What follows belongs to an exercise in optimizing a design on an open flow for small area, a short achievable clock period and few clock cycles per item; a production flow would make more cautious choices. Only simulation tests tie the RTL to the original design; equivalence was not proved. No activity file was given, so power comes from the tool's default toggle rates.

Setup of the previous run:
## ELA
module ELA(clk, rst, in_data, data_rd, req, wen, addr, data_wr, done);
	input				clk;
	input				rst;
	input		[7:0]	in_data;
	input		[7:0]	data_rd;
	output	reg			req;
	output	reg			wen;
	output	reg	[9:0]	addr;
	output	reg	[7:0]	data_wr;
	output	reg			done;
	reg interp;		 
	reg rdD;		 
	reg [7:0] x;	 
	reg [7:0] a, b, d, e;	 
	wire [8:0] v = {addr[9:6], addr[4:0]};
	reg  [8:0] inc;
	always @(*) begin
		if (!interp)
			inc = (wen) ? 9'd1 : 9'd0;
		else if (wen)
			inc = 9'd2;			 
		else if (rdD)
			inc = 9'd479;		 
		else
			inc = 9'd32;		 
	end
	wire [9:0] vsum = {1'b0, v} + {1'b0, inc};
	wire [7:0] c = x;
	wire [7:0] f = data_rd;
	wire [7:0] d1 = (a < f) ? f - a : a - f;
	wire [7:0] d2 = (b < e) ? e - b : b - e;
	wire [7:0] d3 = (c < d) ? d - c : c - d;
	wire edge_col = (addr[4:1] == 4'd0);	 
	wire sel2 = edge_col || (d2 <= d1 && d2 <= d3);
	wire sel1 = d1 <= d3;
	wire [8:0] sum = sel2 ? {1'b0, b} + {1'b0, e} :
  ...
For scale: about 580 cells after synthesis, ~63 flip-flops, ~39 I/O pins.
==> module ELA, before the edit <==
module ELA(clk, rst, in_data, data_rd, req, wen, addr, data_wr, done);
	input				clk;
	input				rst;
	input		[7:0]	in_data;
	input		[7:0]	data_rd;
	output	reg			req;
	output	reg			wen;
	output	reg	[9:0]	addr;
	output	reg	[7:0]	data_wr;
	output	reg			done;
	reg interp;		 
	reg rdD;		 
	reg [7:0] x;	 
	reg [7:0] a, b, d, e;	 
	wire [8:0] v = {addr[9:6], addr[4:0]};
	reg  [8:0] inc;
	always @(*) begin
		if (!interp)
			inc = (wen) ? 9'd1 : 9'd0;
		else if (wen)
			inc = 9'd2;			 
		else if (rdD)
			inc = 9'd479;		 
		else
			inc = 9'd32;		 
	end
	wire [9:0] vsum = {1'b0, v} + {1'b0, inc};
	wire [7:0] c = x;
	wire [7:0] f = data_rd;
	wire [7:0] d1 = (a < f) ? f - a : a - f;
	wire [7:0] d2 = (b < e) ? e - b : b - e;
	wire [7:0] d3 = (c < d) ? d - c : c - d;
	wire edge_col = (addr[4:1] == 4'd0);	 
	wire sel2 = edge_col || (d2 <= d1 && d2 <= d3);
	wire sel1 = d1 <= d3;
	wire [8:0] sum = sel2 ? {1'b0, b} + {1'b0, e} :
	                 sel1 ? {1'b0, a} + {1'b0, f} : {1'b0, c} + {1'b0, d};
	always @(posedge clk or posedge rst) begin
		if (rst) begin
			req <= 1'b0;
			wen <= 1'b0;
			interp <= 1'b0;
			rdD <= 1'b0;
			done <= 1'b0;
			addr <= 10'd0;
		end else begin
			req <= 1'b1;
			done <= done | (addr == 10'd959);
			if (!interp) begin
				if (req) wen <= 1'b1;
				addr <= {vsum[8:5], 1'b0, vsum[4:0]};
				if (vsum[9]) begin
					interp <= 1'b1;
					wen <= 1'b0;
				end
			end else begin
				addr <= {vsum[8:5], rdD, vsum[4:0]};
				wen <= rdD;
				rdD <= !wen && !rdD;
			end
		end
	end
	always @(posedge clk) begin
		x <= data_rd;
		data_wr <= interp ? sum[8:1] : in_data;
		if (rdD) begin
			a <= b;
			b <= x;
			d <= e;
			e <= data_rd;
		end
	end
endmodule
clock: 6.0 ns
lec_check: 0
cap_margin: 20
core_margin: 2
core_utilization: 40
slew_margin: 20
run.sh (not shown) runs the stock make flow with config.mk's settings and CLKGATE_MAP_FILE= SYNTH_SCRIPT=/design/flow/synth_recipe.tcl, a recipe that flattens the netlist after the stock synthesis.
Testbench counts of the previous run, summed over its fixed seeds: cycles 93,984, frames 48.
Inputs modified between the previous run and the current run:
==> flow/design.v <==
`timescale 1ns/10ps
module ELA(clk, rst, in_data, data_rd, req, wen, addr, data_wr, done);
	input				clk;
	input				rst;
	input		[7:0]	in_data;
	input		[7:0]	data_rd;
	output	reg			req;
	output	reg			wen;
	output	reg	[9:0]	addr;
	output	reg	[7:0]	data_wr;
	output	reg			done;
	reg interp;		 
	reg rdD;		 
	reg [7:0] x;	 
	reg [7:0] a, b, d, e, f;	 
	reg [7:0] m, hs;
	reg edg;		 
	wire ru = interp & ~wen & ~rdD;
	wire [8:0] v = {addr[9:6], addr[4:0]};
	reg  [8:0] inc;
	always @(*) begin
		if (!interp)
			inc = (!wen) ? 9'd0 : (&v) ? 9'd33 : 9'd1;
		else if (wen)
			inc = 9'd2;			 
		else if (rdD)
			inc = 9'd478;		 
		else
			inc = 9'd33;		 
	end
	wire [8:0] vn = v + inc;
	wire [7:0] P = wen ? b : rdD ? x : a;
	wire [7:0] Q = wen ? e : rdD ? d : f;
	wire [8:0] t = {1'b0, P} - {1'b0, Q};
	wire [7:0] ad = t[8] ? -t[7:0] : t[7:0];
	wire [8:0] sm = {1'b0, P} + {1'b0, Q};
	wire ge = ({1'b0, P} >= {1'b0, Q} + {1'b0, m}) | ({1'b0, Q} >= {1'b0, P} + {1'b0, m});	 
	wire le = ge | edg;
	wire edge_col = &addr[4:1];		 
	always @(posedge clk or posedge rst) begin
		if (rst) begin
			req <= 1'b0;
			wen <= 1'b0;
			interp <= 1'b0;
			rdD <= 1'b0;
			done <= 1'b0;
			addr <= 10'd0;
		end else begin
			req <= 1'b1;
			done <= done | (addr == 10'd959);
			if (!interp) begin
				if (req) wen <= 1'b1;
				addr <= {vn[8:5], 1'b0, vn[4:0]};
				if (wen && (&v)) begin
					interp <= 1'b1;
					wen <= 1'b0;
					rdD <= 1'b1;
				end
			end else begin
				addr <= {vn[8:5], rdD, vn[4:0]};
				wen <= rdD;
				rdD <= ru;
			end
		end
	end
	always @(posedge clk) begin
		x <= data_rd;
		data_wr <= !interp ? in_data : le ? hs : sm[8:1];
		if (wen || !le) begin
			m <= ad;
			hs <= sm[8:1];
		end
		if (wen) edg <= edge_col;
		if (rdD) begin
			a <= b;
			b <= x;
			d <= e;
			e <= f;
			f <= data_rd;
		end
	end
endmodule
Notes after the runs:
Delta(critical path data required time, the current run - the previous run) < 0. On the current run: routed wire length is about 23% lower than what the previous run gave. Net count after synthesis (the current run / the previous run): 0.78. The current run vs the previous run — power consumption climbed by a few percent. The current run vs. the previous run: synthesized instance count went down by about 18%, global-route usage saw a decrease, met3 wirelength from detailed routing moved down, final area saw a decrease. The number of flops mapped to enable cells by yosys in the current run sits about 80% above the value recorded for the previous run. Compared to the previous run, the current run has final cycle utilization of the critical path 8.0 points lower. Relative to the previous run, DRC marker count from the first detailed-route iteration has decreased by about 19% in the current run. Looking at clock period minus final worst setup slack across the current run and the previous run, the one that comes out lower is the current run.
Testbench counts of the current run, summed over its fixed seeds: cycles 94,080, frames 48.

[re-timing with driven ports]
Ports are ideal in the flow. The routed layouts listed here were re-timed in OpenROAD. Step 1 assumes that a clkbuf_16 drives the clock port and a buf_2 every other input. Step 2, shift: input delay + t, output delay - t, t = (earliest + latest rising clock arrival at the registers) / 2. This alone moves slack from input paths to output paths. Three values: ideal, step 1, step 2; two values: the first two.
| run | t (ns) | setup WS [ns] | worst setup path after step 2 | worst slew at a driven data input, ns |
|---|---|---|---|---|
| the previous run | 0.374 | 0.509 / 0.516 / 0.141 | input to register | 0.04 |
| the current run | 0.382 | 0.987 / 0.987 / 0.987 | register to register | 0.03 |
After both steps setup and hold are still met in every run listed. For the previous run, which loses most, drivers alone change the setup slack by +0.007 ns; drivers and shift together by -0.368 ns.
